Background: an optimization exercise with open tools, aiming at small area. Do not read the settings as production practice. Only simulation tests tie the RTL to the original design; equivalence was not proved. The flow treats the clock pin as an ideal source, which a real chip does not have. Power and IR drop assume default switching activity.

==> inputs of branch delta <==
==> flow/design.v <==
`timescale 1ns / 1ps
module Seven_seg_decoder(
    input [3:0] input_digit,
    output [7:1] seg_set
    );
    localparam [15:0] S7 = 16'b1111110001010010;
    localparam [15:0] S6 = 16'b1111110001100000;
    localparam [15:0] S5 = 16'b1111110000000100;
    localparam [15:0] S4 = 16'b1111111010010010;
    localparam [15:0] S3 = 16'b1111111010111010;
    localparam [15:0] S2 = 16'b1111110010001110;
    localparam [15:0] S1 = 16'b1111110010000011;
    assign seg_set = {S7[input_digit], S6[input_digit], S5[input_digit], S4[input_digit],
                      S3[input_digit], S2[input_digit], S1[input_digit]};
endmodule
`timescale 1ns / 1ps
module Debouncer(
    input clk_i,
    input alive,
    input button,
    output p1,
    output p2,
    output p3
    );
    localparam [8:0] TV = 9'b010000111;    
    localparam [8:0] INV = 9'b010101010;
    reg P, C;
    reg [8:0] q;
    wire [8:0] c = q ^ INV;
    wire Pe = P & alive;
    wire Ce = C & alive;
    wire tc = (c == TV);
    always @(posedge clk_i)
    begin
        P <= Pe ^ (Ce & tc);
        C <= Ce ? ~tc : (Pe ^ button);
        q <= (Ce ? {c[7:0], ~(c[8] ^ c[4])} : {8'b0, ~Pe}) ^ INV;
    end
    wire high = Ce & ~Pe;
    assign p1 = high & (c == 9'b000000011);    
    assign p2 = high & (c == 9'b000000111);    
    assign p3 = high & (c == 9'b000001111);    
endmodule
`timescale 1ns / 1ps
module Main_clock(
    input clk_i,
    input alive,
    input t2,            
    input t3,            
    input h2,            
    input h3,            
    input m1,            
    output reg [3:0] hr_left,
    output reg [3:0] hr_right,
    output reg [2:0] min_left,
    output reg [3:0] min_right
    );
    localparam [14:0] INV = 15'b010101010101010;
    localparam [14:0] LV = 15'b101010101010101;
    localparam [14:0] TF = 15'b111010101001010;
    localparam [14:0] MF = 15'b000000000110000;
    localparam [14:0] TS = 15'b101001010010011;
    localparam [14:0] MS = 15'b101011111111011;
    reg mode;
    reg pm;
    reg [14:0] tq;
    wire [14:0] tc = tq ^ INV;
    reg [5:0] seconds;
    wire ht = t2;
    wire ph = h2 | (h3 & t3);
    wire hh = ph & ~ht;
    wire hm = pm & ~ht & ~ph;
    wire tick = ~ht & (mode ? ((tc & MF) == (TF & MF)) : ((tc & MS) == (TS & MS)));
    wire A = &seconds[5:2];                        
    wire B = ~A & (min_right == 4'd10);
    wire Cc = ~A & ~B & min_left[2] & min_left[1];  
    wire D = ~A & ~B & ~Cc & (hr_right == 4'd10);
    wire E = ~A & ~B & ~Cc & ~D & (hr_left == 4'd2) & (hr_right == 4'd4);
    always @(posedge clk_i)
    begin
        mode <= alive & (mode ^ ht);
        pm <= alive & (m1 | (pm & (ht | ph)));
        tq <= ((tick | ht | ~alive) ? LV : {tc[13:0], ~(tc[14] ^ tc[6])}) ^ INV;
        seconds <= (A | ~alive) ? 6'd0 : seconds + {5'd0, tick};
        min_right <= (B | ~alive) ? 4'd0 : (A | hm) ? min_right + 4'd1 : min_right;
        min_left <= ~alive ? 3'd0 : B ? min_left + 3'd1 : Cc ? 3'd0 : min_left;
        hr_right <= (D | E | ~alive) ? 4'd0 : (Cc | hh) ? hr_right + 4'd1 : hr_right;
        hr_left <= ~alive ? 4'd0 : D ? hr_left + 4'd1 : E ? 4'd0 : hr_left;
    end
endmodule
`timescale 1ns / 1ps
module Display_driver(
    input clk_i,
    input rst_i,
    input [3:0] hr_left,
    input [3:0] hr_right,
    input [2:0] min_left,
    input [3:0] min_right,
    output alive,
    output [7:0] led7_an_o,
    output [7:0] led7_seg_o
    );
    localparam [5:0] T50 = 6'b010001;
    localparam [5:0] R50 = 6'b110001;
    reg [5:0] c50;
    reg started;
    reg [8:0] r;         
    reg blink;
    reg [3:0] d;         
    wire refresh = (c50 == T50);
    assign alive = (c50 != R50);
    wire wrap = &r;
    reg [3:0] dsel;
    always @(*)
        case (r[1:0])
            2'd0: dsel = hr_left;
            2'd1: dsel = hr_right;
            2'd2: dsel = {1'b0, min_left};
            default: dsel = min_right;
        endcase
    always @(posedge clk_i or posedge rst_i)
    begin
        if(rst_i)
        begin
            c50 <= R50;
            started <= 1'b0;
        end
        else
        begin
            c50 <= {c50[4:0], ~(c50[5] ^ c50[0]) ^ refresh};
            started <= started | refresh;
        end
    end
    always @(posedge clk_i)
    begin
        if (~alive)
            r <= 9'd112;
        else if (refresh)
            r <= wrap ? 9'd112 : r + 9'd1;
        blink <= alive & (blink ^ (refresh & wrap));
        if (refresh)
            d <= dsel;
    end
    wire [7:1] seg;
    Seven_seg_decoder dec(d, seg);
    assign led7_an_o[7:4] = 4'b1111;
    assign led7_an_o[3] = started & (r[1:0] != 2'd1);
    assign led7_an_o[2] = started & (r[1:0] != 2'd2);
    assign led7_an_o[1] = started & (r[1:0] != 2'd3);
    assign led7_an_o[0] = started & (r[1:0] != 2'd0);
    assign led7_seg_o[7:1] = started ? seg : 7'd0;
    assign led7_seg_o[0] = started & ((r[1:0] != 2'd2) | blink);
endmodule
`timescale 1ns / 1ps
module Top_module(
    input clk_i,
    input rst_i,
    input button_hr_i,
    input button_min_i,
    input button_test_i,
    output [7:0] led7_an_o,
    output [7:0] led7_seg_o
    );
    wire [3:0] hr_left;
    wire [3:0] hr_right;
    wire [2:0] min_left;
    wire [3:0] min_right;
    wire h1, h2, h3, m1, m2, m3, t1, t2, t3;
    wire alive;      
    Debouncer hr_up(.clk_i(clk_i), .alive(alive), .button(button_hr_i), .p1(h1), .p2(h2), .p3(h3));
    Debouncer min_up(.clk_i(clk_i), .alive(alive), .button(button_min_i), .p1(m1), .p2(m2), .p3(m3));
    Debouncer testing(.clk_i(clk_i), .alive(alive), .button(button_test_i), .p1(t1), .p2(t2), .p3(t3));
    Main_clock Clock(.clk_i(clk_i), .alive(alive), .t2(t2), .t3(t3), .h2(h2), .h3(h3), .m1(m1), .hr_left(hr_left), .hr_right(hr_right), .min_left(min_left), .min_right(min_right));
    Display_driver Display(.clk_i(clk_i), .rst_i(rst_i), .hr_left(hr_left), .hr_right(hr_right), .min_left(min_left), .min_right(min_right), .alive(alive), .led7_an_o(led7_an_o), .led7_seg_o(led7_seg_o));
endmodule
==> flow/flow/run.sh <==
#!/bin/bash
# Own layout flow: the standard layout (standard.sh) with these changes:
#  - synthesis maps logic with an area-oriented ABC script (flow/area.abc) and skips the
#    adder extraction; registers are inferred and mapped exactly as in the standard synthesis
#  - ports are buffered with the smallest buffer cell; tie cells are not split per load
#  - the clock tree is built by flow/cts_pre.tcl before CTS (MCT_NLEAF leaf buffers, each
#    driving the registers of one region of the placement, optionally behind one root buffer);
#    TritonCTS then finds the clock already buffered and adds nothing
# make's full output goes to make.log in the work folder; ORFS's per-step logs are under orfs/logs.
set -euo pipefail
HERE=$(pwd)
export MY_ABC_SCRIPT="$HERE/flow/area.abc"
export MCT_CLOCK_PORT=clk_i
export MCT_LEAF=sky130_fd_sc_hd__clkbuf_4
export MCT_NLEAF=10
export MCT_ROOT=sky130_fd_sc_hd__clkbuf_2
bash standard.sh \
  "SYNTH_SCRIPT=$HERE/flow/synth.tcl" \
  "ADDER_MAP_FILE=" \
  "SKIP_REPAIR_TIE_FANOUT=1" \
  "BUFFER_PORTS_ARGS=-buffer_cell sky130_fd_sc_hd__buf_1" \
  "PRE_CTS_TCL=$HERE/flow/cts_pre.tcl" \
  "CTS_ARGS=-sink_clustering_enable -repair_clock_nets -dont_use_dummy_load" \
  finish > "$HERE/make.log" 2>&1
==> flow/flow/area.abc <==
&get -n
&st
&deepsyn -T 30
&dch -f
&nf -R 1000 -p
&put
mfs2
strash
&get -n
&dch -f
&nf -R 1000 -p
&put
mfs2
strash
&get -n
&dch -f
&nf -R 1000 -p
&put
==> flow/flow/cts_pre.tcl <==
# Manual clock buffering: the clock sinks are split into groups by position (recursive
# bisection of the placement, alternating x and y, into groups of nearly equal size), one clock buffer per group at its centroid.
proc mct_split {items axis ngroup} {
  if {$ngroup <= 1} { return [list $items] }
  set s [lsort -integer -index $axis $items]
  set ga [expr {$ngroup / 2}]
  set h [expr {[llength $s] * $ga / $ngroup}]
  set na [expr {1 - $axis}]
  return [concat [mct_split [lrange $s 0 [expr {$h - 1}]] $na $ga] \
                 [mct_split [lrange $s $h end] $na [expr {$ngroup - $ga}]]]
}
proc manual_clock_tree {clknet buf ngroup} {
  set items {}
  foreach p [get_pins -of_objects [get_nets $clknet]] {
    if {[get_property $p direction] != "input"} { continue }
    set loc [[[sta::sta_to_db_pin $p] getInst] getLocation]
    lappend items [list [lindex $loc 0] [lindex $loc 1] [get_full_name $p]]
  }
  # split along the longer side first
  set xs [lsort -integer [lmap it $items {lindex $it 0}]]
  set ys [lsort -integer [lmap it $items {lindex $it 1}]]
  set axis [expr {([lindex $xs end] - [lindex $xs 0]) >= ([lindex $ys end] - [lindex $ys 0]) ? 0 : 1}]
  set g 0
  foreach grp [mct_split $items $axis $ngroup] {
    set sx 0; set sy 0; set names {}
    foreach it $grp { set sx [expr {$sx + [lindex $it 0]}]; set sy [expr {$sy + [lindex $it 1]}]; lappend names [lindex $it 2] }
    set k [llength $grp]
    set dbu [[ord::get_db_block] getDbUnitsPerMicron]
    set x [expr {double($sx) / $k / $dbu}]; set y [expr {double($sy) / $k / $dbu}]
    insert_buffer -buffer_cell $buf -net $clknet -load_pins [get_pins $names] -location [list $x $y] -buffer_name "clkman_$g" -net_name "clkman_net_$g"
    incr g
  }
}

# MCT_LEAF: leaf clock buffer cell, MCT_NLEAF: number of leaf buffers,
# MCT_ROOT (optional): one root buffer cell between the clock port and the leaf buffers.
set clknet $::env(MCT_CLOCK_PORT)
manual_clock_tree $clknet $::env(MCT_LEAF) $::env(MCT_NLEAF)
if {[info exists ::env(MCT_ROOT)] && $::env(MCT_ROOT) ne ""} {
  set loads {}
  foreach p [get_pins -of_objects [get_nets $clknet]] {
    if {[get_property $p direction] == "input"} { lappend loads $p }
  }
  set sx 0; set sy 0
  foreach p $loads { set loc [[[sta::sta_to_db_pin $p] getInst] getLocation]; set sx [expr {$sx + [lindex $loc 0]}]; set sy [expr {$sy + [lindex $loc 1]}] }
  set dbu [[ord::get_db_block] getDbUnitsPerMicron]
  set k [llength $loads]
  insert_buffer -buffer_cell $::env(MCT_ROOT) -net $clknet -load_pins $loads -location [list [expr {double($sx)/$k/$dbu}] [expr {double($sy)/$k/$dbu}]] -buffer_name clkman_root -net_name clkman_root_net
}
==> flow/flow/synth.tcl <==
proc synth {args} { yosys synth -nofsm -noshare {*}$args }
# The standard synthesis (synth_recipe.tcl), with ORFS's ABC mapping script swapped for the
# area-oriented script in MY_ABC_SCRIPT; registers and everything else are as standard.
proc abc {args} {
  set i [lsearch -exact $args -script]
  if {$i >= 0 && [info exists ::env(MY_ABC_SCRIPT)]} {
    set args [lreplace $args $i [expr {$i + 1}] -script $::env(MY_ABC_SCRIPT)]
  }
  yosys abc {*}$args
}
source $::env(SCRIPTS_DIR)/synth.tcl
# left out here: clear keep_hierarchy, flatten, clean up, hide names made inside functions, write 1_2_yosys.v
==> flow/standard.sh <==
#!/bin/bash
# synth_recipe.tcl (not shown) runs the flow's synth.tcl, then flattens the netlist and writes it again
# the make line also repeats each setting of config.mk as NAME=value (left out here)
make -C /OpenROAD-flow-scripts/flow DESIGN_CONFIG=/design/flow/config.mk WORK_HOME=/design/flow/orfs CLKGATE_MAP_FILE= SYNTH_SCRIPT=/design/flow/synth_recipe.tcl "${@:-finish}"
==> flow/config.mk <==
export PLATFORM = sky130hd
export DESIGN_NAME = Top_module
export DESIGN_NICKNAME = Top_module
export VERILOG_FILES = /design/flow/design.v
export SDC_FILE = /design/flow/constraint.sdc
export NUM_CORES = 4
export LEC_CHECK = 0
export CAP_MARGIN = 20
export CORE_MARGIN = 2
export CORE_UTILIZATION = 60
export PLACE_DENSITY = 0.85
export SLEW_MARGIN = 20
==> flow/constraint.sdc <==
create_clock -name core_clock -period 10.0 [get_ports {clk_i}]
set_input_delay 2.0000 -clock core_clock [delete_from_list [all_inputs] [get_ports {clk_i}]]
set_output_delay 2.0000 -clock core_clock [all_outputs]
set_load 0.01 [all_outputs]
==> inputs of branch quartz, as changes to branch delta <==
--- a/flow/design.v
+++ b/flow/design.v
@@ -15,11 +15,9 @@
 endmodule
 `timescale 1ns / 1ps
-module Debouncer(
+module Debouncer #(parameter [8:0] KV = 9'b000000011) (
     input clk_i,
     input alive,
     input button,
-    output p1,
-    output p2,
-    output p3
+    output pulse
     );
     localparam [8:0] TV = 9'b010000111;    
@@ -37,8 +35,5 @@
         q <= (Ce ? {c[7:0], ~(c[8] ^ c[4])} : {8'b0, ~Pe}) ^ INV;
     end
-    wire high = Ce & ~Pe;
-    assign p1 = high & (c == 9'b000000011);    
-    assign p2 = high & (c == 9'b000000111);    
-    assign p3 = high & (c == 9'b000001111);    
+    assign pulse = Ce & ~Pe & (c == KV);
 endmodule
 `timescale 1ns / 1ps
@@ -46,9 +41,7 @@
     input clk_i,
     input alive,
-    input t2,            
-    input t3,            
-    input h2,            
-    input h3,            
-    input m1,            
+    input t_pulse,       
+    input h_pulse,       
+    input m_pulse,       
     output reg [3:0] hr_left,
     output reg [3:0] hr_right,
@@ -63,10 +56,9 @@
     localparam [14:0] MS = 15'b101011111111011;
     reg mode;
-    reg pm;
+    reg ph, pm;
     reg [14:0] tq;
     wire [14:0] tc = tq ^ INV;
     reg [5:0] seconds;
-    wire ht = t2;
-    wire ph = h2 | (h3 & t3);
+    wire ht = t_pulse;
     wire hh = ph & ~ht;
     wire hm = pm & ~ht & ~ph;
@@ -80,5 +72,6 @@
     begin
         mode <= alive & (mode ^ ht);
-        pm <= alive & (m1 | (pm & (ht | ph)));
+        ph <= alive & (h_pulse | (ph & ht));
+        pm <= alive & (m_pulse | (pm & (ht | ph)));
         tq <= ((tick | ht | ~alive) ? LV : {tc[13:0], ~(tc[14] ^ tc[6])}) ^ INV;
         seconds <= (A | ~alive) ? 6'd0 : seconds + {5'd0, tick};
@@ -166,10 +159,10 @@
     wire [2:0] min_left;
     wire [3:0] min_right;
-    wire h1, h2, h3, m1, m2, m3, t1, t2, t3;
+    wire h_pulse, m_pulse, t_pulse;
     wire alive;      
-    Debouncer hr_up(.clk_i(clk_i), .alive(alive), .button(button_hr_i), .p1(h1), .p2(h2), .p3(h3));
-    Debouncer min_up(.clk_i(clk_i), .alive(alive), .button(button_min_i), .p1(m1), .p2(m2), .p3(m3));
-    Debouncer testing(.clk_i(clk_i), .alive(alive), .button(button_test_i), .p1(t1), .p2(t2), .p3(t3));
-    Main_clock Clock(.clk_i(clk_i), .alive(alive), .t2(t2), .t3(t3), .h2(h2), .h3(h3), .m1(m1), .hr_left(hr_left), .hr_right(hr_right), .min_left(min_left), .min_right(min_right));
+    Debouncer #(.KV(9'b000000011)) hr_up(.clk_i(clk_i), .alive(alive), .button(button_hr_i), .pulse(h_pulse));
+    Debouncer #(.KV(9'b000000011)) min_up(.clk_i(clk_i), .alive(alive), .button(button_min_i), .pulse(m_pulse));
+    Debouncer #(.KV(9'b000000111)) testing(.clk_i(clk_i), .alive(alive), .button(button_test_i), .pulse(t_pulse));
+    Main_clock Clock(.clk_i(clk_i), .alive(alive), .t_pulse(t_pulse), .h_pulse(h_pulse), .m_pulse(m_pulse), .hr_left(hr_left), .hr_right(hr_right), .min_left(min_left), .min_right(min_right));
     Display_driver Display(.clk_i(clk_i), .rst_i(rst_i), .hr_left(hr_left), .hr_right(hr_right), .min_left(min_left), .min_right(min_right), .alive(alive), .led7_an_o(led7_an_o), .led7_seg_o(led7_seg_o));
 endmodule
==> flow/flow/run.sh (replaced) <==
#!/bin/bash
# Own layout flow: the standard layout (standard.sh) with three changes:
#  - synthesis maps logic with an area-oriented ABC script (flow/area.abc) and skips the
#    adder extraction; registers are inferred and mapped exactly as in the standard synthesis
#  - ports are buffered with the smallest buffer cell
#  - clock tree synthesis inserts no dummy loads
# make's full output goes to make.log in the work folder; ORFS's per-step logs are under orfs/logs.
set -euo pipefail
HERE=$(pwd)
export MY_ABC_SCRIPT="$HERE/flow/area.abc"
bash standard.sh \
  "SYNTH_SCRIPT=$HERE/flow/synth.tcl" \
  "ADDER_MAP_FILE=" \
  "BUFFER_PORTS_ARGS=-buffer_cell sky130_fd_sc_hd__buf_1" \
  "CTS_ARGS=-buf_list sky130_fd_sc_hd__clkbuf_8 -sink_clustering_enable -sink_clustering_size 30 -sink_clustering_max_diameter 150 -repair_clock_nets -dont_use_dummy_load" \
  finish > "$HERE/make.log" 2>&1
==> flow/flow/area.abc (replaced) <==
&get -n
&st
&dch -f
&nf -R 1000
&put
mfs2
strash
&get -n
&dch -f
&nf -R 1000
&put
- CORE_UTILIZATION: 60 -> 40
- PLACE_DENSITY: 0.85 -> not set
removed: flow/flow/cts_pre.tcl
==> inputs of branch harbor, as changes to branch delta <==
==> flow/flow/area.abc (replaced) <==
&get -n
&st
&deepsyn -T 30
&dch -f
&nf -R 1000
&put
mfs2
strash
&get -n
&dch -f
&nf -R 1000
&put
==> comparison table <==
quantity                                           branch delta  branch harbor  branch quartz
Result of the run                      timing/DRC/antenna clean  timing/DRC/antenna clean  timing/DRC/antenna clean
Post-Place Worst Slack                                  6540 ps        6560 ps        6540 ps
Fraction of area in registers                             55.0%          54.6%          53.3%
Met2 Usage GRT                                            30.7%          32.1%          22.8%
Non-Filler Instances                                        434            441            495
M1 GR Usage                                               25.9%          25.0%          16.9%
Width of the die                                        78.0 um        78.3 um        95.4 um
Layout cell share with drive strength beyond 1            4.95%          4.88%          3.33%
DR WL met3                                               217 um         162 um         189 um
First-pass GRT wire length                              9.59 mm        9.63 mm        9.76 mm
Pwr/cell area                                        195 nW/um2     170 nW/um2     196 nW/um2
Mux cell area share after synthesis                       2.05%          2.04%         0.300%
Depth of the most critical reg-to-reg path                    9             10             12
Met3 routing resource usage after global routing          1.61%          1.84%          3.24%
Internal power                                           510 uW         462 uW         541 uW
Total non-filler cell area in the finished layout      3490 um2       3520 um2       3640 um2
Sequential cell count                                        92             92             93
Die Span Y                                              78.0 um        78.3 um        95.4 um

## re-timing with driven ports
How much do the figures lean on ideal ports? The routed layouts below were timed once more, with nothing changed but the port constraints. Step 1, drivers: a clkbuf_16 drives clk_i and a buf_2 each remaining input, both assumed. Step 2 times the ports against the registers' clock, not the clock port: input delays grow and output delays shrink by t, the midpoint of the rising clock arrivals with the driver on. a / b / c = ideal ports / drivers / drivers and shift; a / b = the first two.
run	t, ns	setup slack, ns	worst setup path after step 2	clock arrival spread, ns
branch delta	0.569	5.926 / 5.903 / 6.472	register to output	0.013 / 0.013
branch quartz	0.365	6.386 / 6.355 / 6.557	register to register	0.024 / 0.023
branch harbor	0.552	5.973 / 5.947 / 6.499	register to output	0.016 / 0.016
After both steps setup and hold are still met in every run listed.
